From an optimization exercise on the open Yosys and OpenROAD flow, aimed at small area; shortcuts taken in it are not production practice.
In this exercise RTL edits were held to simulation tests only and were not proved equivalent to the original.
Power and IR drop assume default switching activity.

==> exp/ember <==
==> flow/design.v <==
module baud_gen #(
    parameter DIV_WIDTH = 20
)(
    input  wire                 clk,
    input  wire                 rst_n,
    input  wire [DIV_WIDTH-1:0] divisor,
    output reg                  tick_16x
);
    reg  [DIV_WIDTH-1:0] counter;
    reg  [DIV_WIDTH-1:0] next;
    reg  [DIV_WIDTH:0]   cy;
    integer i;
    always @(*) begin
        cy[0] = 1'b1;
        for (i = 0; i < DIV_WIDTH; i = i + 1) begin
            next[i]  = counter[i] ^ cy[i];
            cy[i+1]  = counter[i] & cy[i];
        end
    end
    wire off   = ~|divisor[DIV_WIDTH-1:1];
    wire match = &(next ~^ divisor);
    always @(posedge clk or negedge rst_n) begin
        if (!rst_n) begin
            counter  <= 0;
            tick_16x <= 0;
        end else begin
            tick_16x <= ~off & match;
            counter  <= (off | match) ? {DIV_WIDTH{1'b0}} : next;
        end
    end
endmodule
module sync_fifo #(
    parameter DATA_WIDTH = 8,
    parameter DEPTH      = 16
)(
    input  wire                  clk,
    input  wire                  rst_n,
    input  wire                  wr_en,
    input  wire [DATA_WIDTH-1:0] din,
    input  wire                  rd_en,
    output wire [DATA_WIDTH-1:0] dout,
    output wire                  full,
    output wire                  empty
);
    localparam PTR_WIDTH = $clog2(DEPTH);
    reg [DATA_WIDTH-1:0] mem [0:DEPTH-1];
    reg  [PTR_WIDTH:0]   lastn;
    wire [PTR_WIDTH:0]   last = ~lastn;
    assign dout  = mem[last[PTR_WIDTH-1:0]];
    assign empty = last[PTR_WIDTH];
    assign full  = (last == DEPTH-1);
    wire push = wr_en & ~full;
    wire pop  = rd_en & ~empty;
    wire dn = pop & ~push;
    reg  [PTR_WIDTH:0]   last_nx;
    reg  [PTR_WIDTH+1:0] cy;
    integer j;
    always @(*) begin
        cy[0] = push ^ pop;
        for (j = 0; j <= PTR_WIDTH; j = j + 1) begin
            last_nx[j] = last[j] ^ cy[j];
            cy[j+1]    = cy[j] & (last[j] ^ dn);
        end
    end
    always @(posedge clk or negedge rst_n) begin
        if (!rst_n)
            lastn <= {(PTR_WIDTH+1){1'b0}};
        else
            lastn <= ~last_nx;
    end
    integer i;
    always @(posedge clk) begin
        if (push) begin
            mem[0] <= din;
            for (i = 1; i < DEPTH; i = i + 1)
                mem[i] <= mem[i-1];
        end
    end
endmodule
module uart_tx (
    input  wire       clk,
    input  wire       rst_n,
    input  wire       fifo_empty,
    input  wire [7:0] fifo_dout,
    input  wire       s_tick,
    output wire       fifo_pop,
    output reg        tx
);
    localparam [7:0] C_IDLE = 8'd253;
    reg [7:0] c;
    reg [7:0] rot;    
    reg  [7:0] c_inc;
    reg  [8:0] cy;
    integer j;
    always @(*) begin
        cy[0] = 1'b1;
        for (j = 0; j < 8; j = j + 1) begin
            c_inc[j] = c[j] ^ cy[j];
            cy[j+1]  = cy[j] & c[j];
        end
    end
    wire       pre   = &c[7:2];               
    wire       idle  = pre & ~c[1];           
    wire       last  = c[7] & c[4] & (&c[3:0]);  
    wire [3:0] slot  = c[7:4];
    assign fifo_pop = pre & c[1] & ~c[0];     
    always @(posedge clk or negedge rst_n) begin
        if (!rst_n) begin
            c  <= C_IDLE;
            tx <= 1'b1;
        end else begin
            if (idle) begin
                if (!fifo_empty) c <= c_inc;
            end else if (pre) begin
                c <= c_inc;
            end else if (s_tick) begin
                c <= last ? C_IDLE : c_inc;
            end
            if (slot == 4'd0)
                tx <= 1'b0;
            else if (slot[3] & slot[0])
                tx <= 1'b1;
            else
                tx <= rot[slot[2:0]];
        end
    end
    always @(posedge clk) begin
        if (idle) rot <= {fifo_dout[6:0], fifo_dout[7]};
    end
endmodule
module uart_rx (
    input  wire       clk,
    input  wire       rst_n,
    input  wire       rx,          
    input  wire       s_tick,
    output reg  [7:0] dout,        
    output reg        rx_done_tick
);
    localparam [1:0] IDLE=0, START=1, DATA=2, STOP=3;
    reg [1:0] state;
    reg [3:0] s_count;
    wire ev = s_tick & (&s_count);
    always @(posedge clk or negedge rst_n) begin
        if (!rst_n) begin
            state        <= IDLE;
            rx_done_tick <= 1'b0;
        end else begin
            rx_done_tick <= (state == STOP) & ev;
            case (state)
                IDLE:  if (~rx) state <= START;
                START: if (ev) state <= rx ? IDLE : DATA;
                DATA:  if (ev & dout[0]) state <= STOP;
                STOP:  if (ev) state <= IDLE;
            endcase
        end
    end
    always @(posedge clk) begin
        if (state == IDLE) begin
            s_count <= 4'd8;
            dout    <= 8'h80;
        end else begin
            if (s_tick) s_count <= {s_count[3] ^ (&s_count[2:0]), s_count[2] ^ (&s_count[1:0]),
                                   s_count[1] ^ s_count[0], ~s_count[0]};
            if (state == DATA && ev) dout <= {rx, dout[7:1]};
        end
    end
endmodule
module apb_uart (
    input  wire        pclk,
    input  wire        presetn,
    input  wire [31:0] paddr,
    input  wire        psel,
    input  wire        penable,
    input  wire        pwrite,
    input  wire [31:0] pwdata,
    output reg  [31:0] prdata,
    output wire        pready,
    output wire        pslverr,
    output wire        tx_o,
    input  wire        rx_i
);
    wire rst_n = presetn;
    assign pready  = 1'b1;
    assign pslverr = 1'b0;
    reg rx_sync1, rx_sync2;
    always @(posedge pclk or negedge rst_n) begin
        if (!rst_n) begin
            rx_sync1 <= 1'b1;
            rx_sync2 <= 1'b1;
        end else begin
            rx_sync1 <= rx_i;
            rx_sync2 <= rx_sync1;
        end
    end
    reg  [19:0] baud_divisor;
    wire        s_tick;
    wire [7:0]  tx_fifo_out, rx_fifo_out, rx_data;
    wire        tx_full, tx_empty, rx_full, rx_empty;
    wire        rx_done_tick;
    wire        tx_fifo_pop;
    wire wr_en = psel & penable & pwrite;
    wire rd_en = psel & penable & ~pwrite;
    wire [3:0] addr = paddr[3:0];
    wire a0 = (addr == 4'h0);
    wire a4 = (addr == 4'h4);
    wire a8 = (addr == 4'h8);
    always @(posedge pclk or negedge rst_n) begin
        if (!rst_n) baud_divisor <= 20'd325;
        else if (wr_en && a8) baud_divisor <= pwdata[19:0];
    end
    always @(*) begin
        prdata = 32'b0;
        prdata[19:0] = {20{a8}} & baud_divisor;
        prdata[7:0]  = prdata[7:0] | ({8{a0}} & rx_fifo_out);
        prdata[1:0]  = prdata[1:0] | ({2{a4}} & {rx_empty, tx_full});
    end
    baud_gen #(.DIV_WIDTH(20)) u_baud (
        .clk(pclk), .rst_n(rst_n),
        .divisor(baud_divisor), .tick_16x(s_tick)
    );
    sync_fifo #(.DATA_WIDTH(8), .DEPTH(16)) u_tx_fifo (
        .clk(pclk), .rst_n(rst_n),
        .wr_en(wr_en & a0),
        .din(pwdata[7:0]),
        .rd_en(tx_fifo_pop),
        .dout(tx_fifo_out),
        .full(tx_full), .empty(tx_empty)
    );
    uart_tx u_tx (
        .clk(pclk), .rst_n(rst_n),
        .fifo_empty(tx_empty),
        .fifo_dout(tx_fifo_out),
        .s_tick(s_tick),
        .fifo_pop(tx_fifo_pop),
        .tx(tx_o)
    );
    sync_fifo #(.DATA_WIDTH(8), .DEPTH(16)) u_rx_fifo (
        .clk(pclk), .rst_n(rst_n),
        .wr_en(rx_done_tick),
        .din(rx_data),
        .rd_en(rd_en & a0),
        .dout(rx_fifo_out),
        .full(rx_full), .empty(rx_empty)
    );
    uart_rx u_rx (
        .clk(pclk), .rst_n(rst_n),
        .rx(rx_sync2),
        .s_tick(s_tick),
        .dout(rx_data),
        .rx_done_tick(rx_done_tick)
    );
endmodule
==> flow/flow/run.sh <==
#!/bin/bash
# Own layout flow: the standard synthesis, then the combinational logic
# between its registers re-mapped by ABC for area (registers untouched:
# same instances, names and cell types), then the standard ORFS layout with
# smaller port buffers and a leaner clock tree.
set -euo pipefail
W=$(pwd)
F=$W/flow
R=$W/orfs/results/${FLOW_PLATFORM:-sky130hd}/apb_uart/base
LIB=$FLOW_HOME/platforms/sky130hd/lib/sky130_fd_sc_hd__tt_025C_1v80.lib
YOSYS=$(command -v yosys || echo "$FLOW_HOME/../tools/install/yosys/bin/yosys")

bash standard.sh synth > "$W/log_1_standard_synth.txt" 2>&1
cp "$R/1_2_yosys.v" "$W/standard_synth.v"

DU=""
for c in sky130_fd_sc_hd__probe_p_8 sky130_fd_sc_hd__probec_p_8 'sky130_fd_sc_hd__lpflow_*'; do
  DU="$DU -dont_use $c"
done
SEQ=$(tr '\n' ' ' < "$F/seqcells.txt")
cat > "$W/remap.ys" <<EOY
read_liberty -ignore_miss_func $LIB
blackbox $SEQ
read_verilog $W/standard_synth.v
hierarchy -top $FLOW_TOP
flatten
opt_clean -purge
abc -liberty $LIB $DU -script $F/remap.abc
opt_clean -purge
write_verilog -noattr -nohex -nodec -selected $W/remap_abc.v
design -reset
read_liberty -lib $LIB
read_verilog $W/remap_abc.v
hierarchy -top $FLOW_TOP
hilomap -hicell sky130_fd_sc_hd__conb_1 HI -locell sky130_fd_sc_hd__conb_1 LO
splitnets
opt_clean -purge
rename -enumerate -pattern _r%_
tee -o $W/remap_stat.txt stat -liberty $LIB
check -assert -mapped
write_verilog -noattr -nohex -nodec $W/remapped.v
EOY
"$YOSYS" -s "$W/remap.ys" > "$W/log_2_remap.txt" 2>&1
cp "$W/remapped.v" "$R/1_2_yosys.v"
touch "$R/1_2_yosys.v"

bash standard.sh \
  "BUFFER_PORTS_ARGS=-buffer_cell sky130_fd_sc_hd__buf_1" \
  "CTS_ARGS=-sink_clustering_enable -repair_clock_nets -dont_use_dummy_load -buf_list sky130_fd_sc_hd__clkbuf_16 -root_buf sky130_fd_sc_hd__clkbuf_8 -tree_buf sky130_fd_sc_hd__clkbuf_8 -sink_clustering_size 30 -sink_clustering_max_diameter 100" \
  finish > "$W/log_3_layout.txt" 2>&1
==> flow/flow/remap.abc <==
strash
dc2
&get -n
&dch -f
&nf -a -R 1000
&put
strash
&get -n
&dch -f
&nf -a -R 1000
&put
strash
&get -n
&dch -f
&nf -a -R 1000
&put
strash
&get -n
&dch -f
&nf -a -R 1000
&put
strash
&get -n
&dch -f
&nf -a -R 1000
&put
topo
==> flow/flow/seqcells.txt <==
sky130_fd_sc_hd__dfbbn_1
sky130_fd_sc_hd__dfbbn_2
sky130_fd_sc_hd__dfbbp_1
sky130_fd_sc_hd__dfrbp_1
sky130_fd_sc_hd__dfrbp_2
sky130_fd_sc_hd__dfrtn_1
sky130_fd_sc_hd__dfrtp_1
sky130_fd_sc_hd__dfrtp_2
sky130_fd_sc_hd__dfrtp_4
sky130_fd_sc_hd__dfsbp_1
sky130_fd_sc_hd__dfsbp_2
sky130_fd_sc_hd__dfstp_1
sky130_fd_sc_hd__dfstp_2
sky130_fd_sc_hd__dfstp_4
sky130_fd_sc_hd__dfxbp_1
sky130_fd_sc_hd__dfxbp_2
sky130_fd_sc_hd__dfxtp_1
sky130_fd_sc_hd__dfxtp_2
sky130_fd_sc_hd__dfxtp_4
sky130_fd_sc_hd__dlclkp_1
sky130_fd_sc_hd__dlclkp_2
sky130_fd_sc_hd__dlclkp_4
sky130_fd_sc_hd__dlrbn_1
sky130_fd_sc_hd__dlrbn_2
sky130_fd_sc_hd__dlrbp_1
sky130_fd_sc_hd__dlrbp_2
sky130_fd_sc_hd__dlrtn_1
sky130_fd_sc_hd__dlrtn_2
sky130_fd_sc_hd__dlrtn_4
sky130_fd_sc_hd__dlrtp_1
sky130_fd_sc_hd__dlrtp_2
sky130_fd_sc_hd__dlrtp_4
sky130_fd_sc_hd__dlxbn_1
sky130_fd_sc_hd__dlxbn_2
sky130_fd_sc_hd__dlxbp_1
sky130_fd_sc_hd__dlxtn_1
sky130_fd_sc_hd__dlxtn_2
sky130_fd_sc_hd__dlxtn_4
sky130_fd_sc_hd__dlxtp_1
sky130_fd_sc_hd__edfxbp_1
sky130_fd_sc_hd__edfxtp_1
sky130_fd_sc_hd__lpflow_inputisolatch_1
sky130_fd_sc_hd__sdfbbn_1
sky130_fd_sc_hd__sdfbbn_2
sky130_fd_sc_hd__sdfbbp_1
sky130_fd_sc_hd__sdfrbp_1
sky130_fd_sc_hd__sdfrbp_2
sky130_fd_sc_hd__sdfrtn_1
sky130_fd_sc_hd__sdfrtp_1
sky130_fd_sc_hd__sdfrtp_2
sky130_fd_sc_hd__sdfrtp_4
sky130_fd_sc_hd__sdfsbp_1
sky130_fd_sc_hd__sdfsbp_2
sky130_fd_sc_hd__sdfstp_1
sky130_fd_sc_hd__sdfstp_2
sky130_fd_sc_hd__sdfstp_4
sky130_fd_sc_hd__sdfxbp_1
sky130_fd_sc_hd__sdfxbp_2
sky130_fd_sc_hd__sdfxtp_1
sky130_fd_sc_hd__sdfxtp_2
sky130_fd_sc_hd__sdfxtp_4
sky130_fd_sc_hd__sdlclkp_1
sky130_fd_sc_hd__sdlclkp_2
sky130_fd_sc_hd__sdlclkp_4
sky130_fd_sc_hd__sedfxbp_1
sky130_fd_sc_hd__sedfxbp_2
sky130_fd_sc_hd__sedfxtp_1
sky130_fd_sc_hd__sedfxtp_2
sky130_fd_sc_hd__sedfxtp_4
==> flow/standard.sh <==
#!/bin/bash
# synth_recipe.tcl (not shown) runs the flow's synth.tcl, then flattens the netlist and writes it again
# the make line also repeats each setting of config.mk as NAME=value (left out here)
make -C /OpenROAD-flow-scripts/flow DESIGN_CONFIG=/design/flow/config.mk WORK_HOME=/design/flow/orfs CLKGATE_MAP_FILE= SYNTH_SCRIPT=/design/flow/synth_recipe.tcl "${@:-finish}"
==> flow/config.mk <==
export PLATFORM = sky130hd
export DESIGN_NAME = apb_uart
export DESIGN_NICKNAME = apb_uart
export VERILOG_FILES = /design/flow/design.v
export SDC_FILE = /design/flow/constraint.sdc
export NUM_CORES = 4
export LEC_CHECK = 0
export ABC_AREA = 1
export CAP_MARGIN = 20
export CORE_MARGIN = 2
export CORE_UTILIZATION = 40
export SLEW_MARGIN = 20
==> flow/constraint.sdc <==
create_clock -name core_clock -period 6.0 [get_ports {pclk}]
set_input_delay 1.2000 -clock core_clock [delete_from_list [all_inputs] [get_ports {pclk}]]
set_output_delay 1.2000 -clock core_clock [all_outputs]
set_load 0.01 [all_outputs]
==> exp/raven: changes against exp/ember <==
--- a/flow/design.v
+++ b/flow/design.v
@@ -8,16 +8,7 @@
 );
     reg  [DIV_WIDTH-1:0] counter;
-    reg  [DIV_WIDTH-1:0] next;
-    reg  [DIV_WIDTH:0]   cy;
-    integer i;
-    always @(*) begin
-        cy[0] = 1'b1;
-        for (i = 0; i < DIV_WIDTH; i = i + 1) begin
-            next[i]  = counter[i] ^ cy[i];
-            cy[i+1]  = counter[i] & cy[i];
-        end
-    end
+    wire [DIV_WIDTH-1:0] next = counter + 1'b1;
     wire off   = ~|divisor[DIV_WIDTH-1:1];
-    wire match = &(next ~^ divisor);
+    wire match = (next == divisor);
     always @(posedge clk or negedge rst_n) begin
         if (!rst_n) begin
@@ -45,6 +36,5 @@
     localparam PTR_WIDTH = $clog2(DEPTH);
     reg [DATA_WIDTH-1:0] mem [0:DEPTH-1];
-    reg  [PTR_WIDTH:0]   lastn;
-    wire [PTR_WIDTH:0]   last = ~lastn;
+    reg [PTR_WIDTH:0]    last;
     assign dout  = mem[last[PTR_WIDTH-1:0]];
     assign empty = last[PTR_WIDTH];
@@ -52,20 +42,11 @@
     wire push = wr_en & ~full;
     wire pop  = rd_en & ~empty;
-    wire dn = pop & ~push;
-    reg  [PTR_WIDTH:0]   last_nx;
-    reg  [PTR_WIDTH+1:0] cy;
-    integer j;
-    always @(*) begin
-        cy[0] = push ^ pop;
-        for (j = 0; j <= PTR_WIDTH; j = j + 1) begin
-            last_nx[j] = last[j] ^ cy[j];
-            cy[j+1]    = cy[j] & (last[j] ^ dn);
-        end
-    end
     always @(posedge clk or negedge rst_n) begin
         if (!rst_n)
-            lastn <= {(PTR_WIDTH+1){1'b0}};
-        else
-            lastn <= ~last_nx;
+            last <= {(PTR_WIDTH+1){1'b1}};
+        else if (push & ~pop)
+            last <= last + 1'b1;
+        else if (pop & ~push)
+            last <= last - 1'b1;
     end
     integer i;
@@ -87,22 +68,11 @@
     output reg        tx
 );
-    localparam [7:0] C_IDLE = 8'd253;
+    localparam [7:0] C_IDLE = 8'd253, C_POP = 8'd254, C_LAST = 8'd159;
     reg [7:0] c;
     reg [7:0] rot;    
-    reg  [7:0] c_inc;
-    reg  [8:0] cy;
-    integer j;
-    always @(*) begin
-        cy[0] = 1'b1;
-        for (j = 0; j < 8; j = j + 1) begin
-            c_inc[j] = c[j] ^ cy[j];
-            cy[j+1]  = cy[j] & c[j];
-        end
-    end
-    wire       pre   = &c[7:2];               
-    wire       idle  = pre & ~c[1];           
-    wire       last  = c[7] & c[4] & (&c[3:0]);  
+    wire       idle  = (c == C_IDLE);
+    wire       pre   = &c[7:2];       
     wire [3:0] slot  = c[7:4];
-    assign fifo_pop = pre & c[1] & ~c[0];     
+    assign fifo_pop = (c == C_POP);
     always @(posedge clk or negedge rst_n) begin
         if (!rst_n) begin
@@ -111,16 +81,16 @@
         end else begin
             if (idle) begin
-                if (!fifo_empty) c <= c_inc;
+                if (!fifo_empty) c <= c + 1'b1;
             end else if (pre) begin
-                c <= c_inc;
+                c <= c + 1'b1;
             end else if (s_tick) begin
-                c <= last ? C_IDLE : c_inc;
+                c <= (c == C_LAST) ? C_IDLE : c + 1'b1;
             end
             if (slot == 4'd0)
                 tx <= 1'b0;
-            else if (slot[3] & slot[0])
+            else if (slot <= 4'd8)
+                tx <= rot[slot[2:0]];
+            else
                 tx <= 1'b1;
-            else
-                tx <= rot[slot[2:0]];
         end
     end
@@ -160,6 +130,5 @@
             dout    <= 8'h80;
         end else begin
-            if (s_tick) s_count <= {s_count[3] ^ (&s_count[2:0]), s_count[2] ^ (&s_count[1:0]),
-                                   s_count[1] ^ s_count[0], ~s_count[0]};
+            if (s_tick) s_count <= s_count + 1'b1;
             if (state == DATA && ev) dout <= {rx, dout[7:1]};
         end
==> flow/run.sh (new file) <==
#!/bin/bash
# synth_recipe.tcl (not shown) runs the flow's synth.tcl, then flattens the netlist and writes it again
# the make line also repeats each setting of config.mk as NAME=value (left out here)
make -C /OpenROAD-flow-scripts/flow DESIGN_CONFIG=/design/flow/config.mk WORK_HOME=/design/flow/orfs CLKGATE_MAP_FILE= SYNTH_SCRIPT=/design/flow/synth_recipe.tcl finish
ABC_AREA = not set   (was 1)
removed: flow/flow/run.sh
removed: flow/flow/remap.abc
removed: flow/flow/seqcells.txt
removed: flow/standard.sh
==> summary.md <==
| Metric | Value |
|---|---|
| CTS Root Cell | clkbuf_16 |
| Via count | 9317 |
| Starting Density | between 40% and 50% |
| Number of multi-input logic gates | between 600 and 700 |
| Vias per std cell | between 5 and 6 |
| Worst reg-to-reg path cell count | 11 |
| R2R Setup Slk | ~2.3 ns |
| Layout Nets | ~1200 |
| Design Power | between 0.005 and 0.006 W |
| Final worst slack | 0.795 ns |
| DRT iter0 DRCs | approximately 940 |
| Lkg Pwr | between 5 and 6 nW |
| Status | timing/DRC/antenna clean |
| First-pass GRT wire length | 53.2 mm |
Source of the figures above: exp/raven

==> summary.md <==
| Metric | Value |
|---|---|
| Status | timing/DRC/antenna clean |
| Design Power | 0.00403 W |
| Starting Density | roughly two fifths |
| Layout Nets | between 900 and 1000 |
| R2R Setup Slk | around 2.3 ns |
| Lkg Pwr | just under 5 nW |
| Vias per std cell | roughly 6 |
| Total wire length | roughly 28 mm |
| DRT iter0 DRCs | 1192 |
| Number of multi-input logic gates | approximately 460 |
| First-pass GRT wire length | 43.4 mm |
| Worst reg-to-reg path cell count | 15 |
| Via count | roughly 7500 |
| CTS Root Cell | clkbuf_8 |
Source of the figures above: exp/ember

afterwards: timing with drivers on the ports:
No port has a modelled driver above. Below, the same layouts with a new extraction and two added sets of constraints. Step 1 (the two cells are an assumption about what drives the block):
set clk [get_ports {pclk}]
set_driving_cell -lib_cell sky130_fd_sc_hd__clkbuf_16 $clk
set_driving_cell -lib_cell sky130_fd_sc_hd__buf_2 [delete_from_list [all_inputs] $clk]
Step 2, shift: input delay + t, output delay - t, t = (earliest + latest rising clock arrival at the registers) / 2. This alone moves slack from input paths to output paths. a / b / c = ideal / step 1 / step 2; a / b = the first two.
run	t, ns	setup WS [ns]	hold WS [ns]	worst data-port slew with drivers (ns)
exp/ember	0.574	1.404 / 1.358 / 1.606	0.364 / 0.364 / 0.364	0.04
exp/raven	0.570	0.795 / 0.745 / 1.084	0.358 / 0.358 / 0.358	0.05
After both steps setup and hold are still met in every run listed.
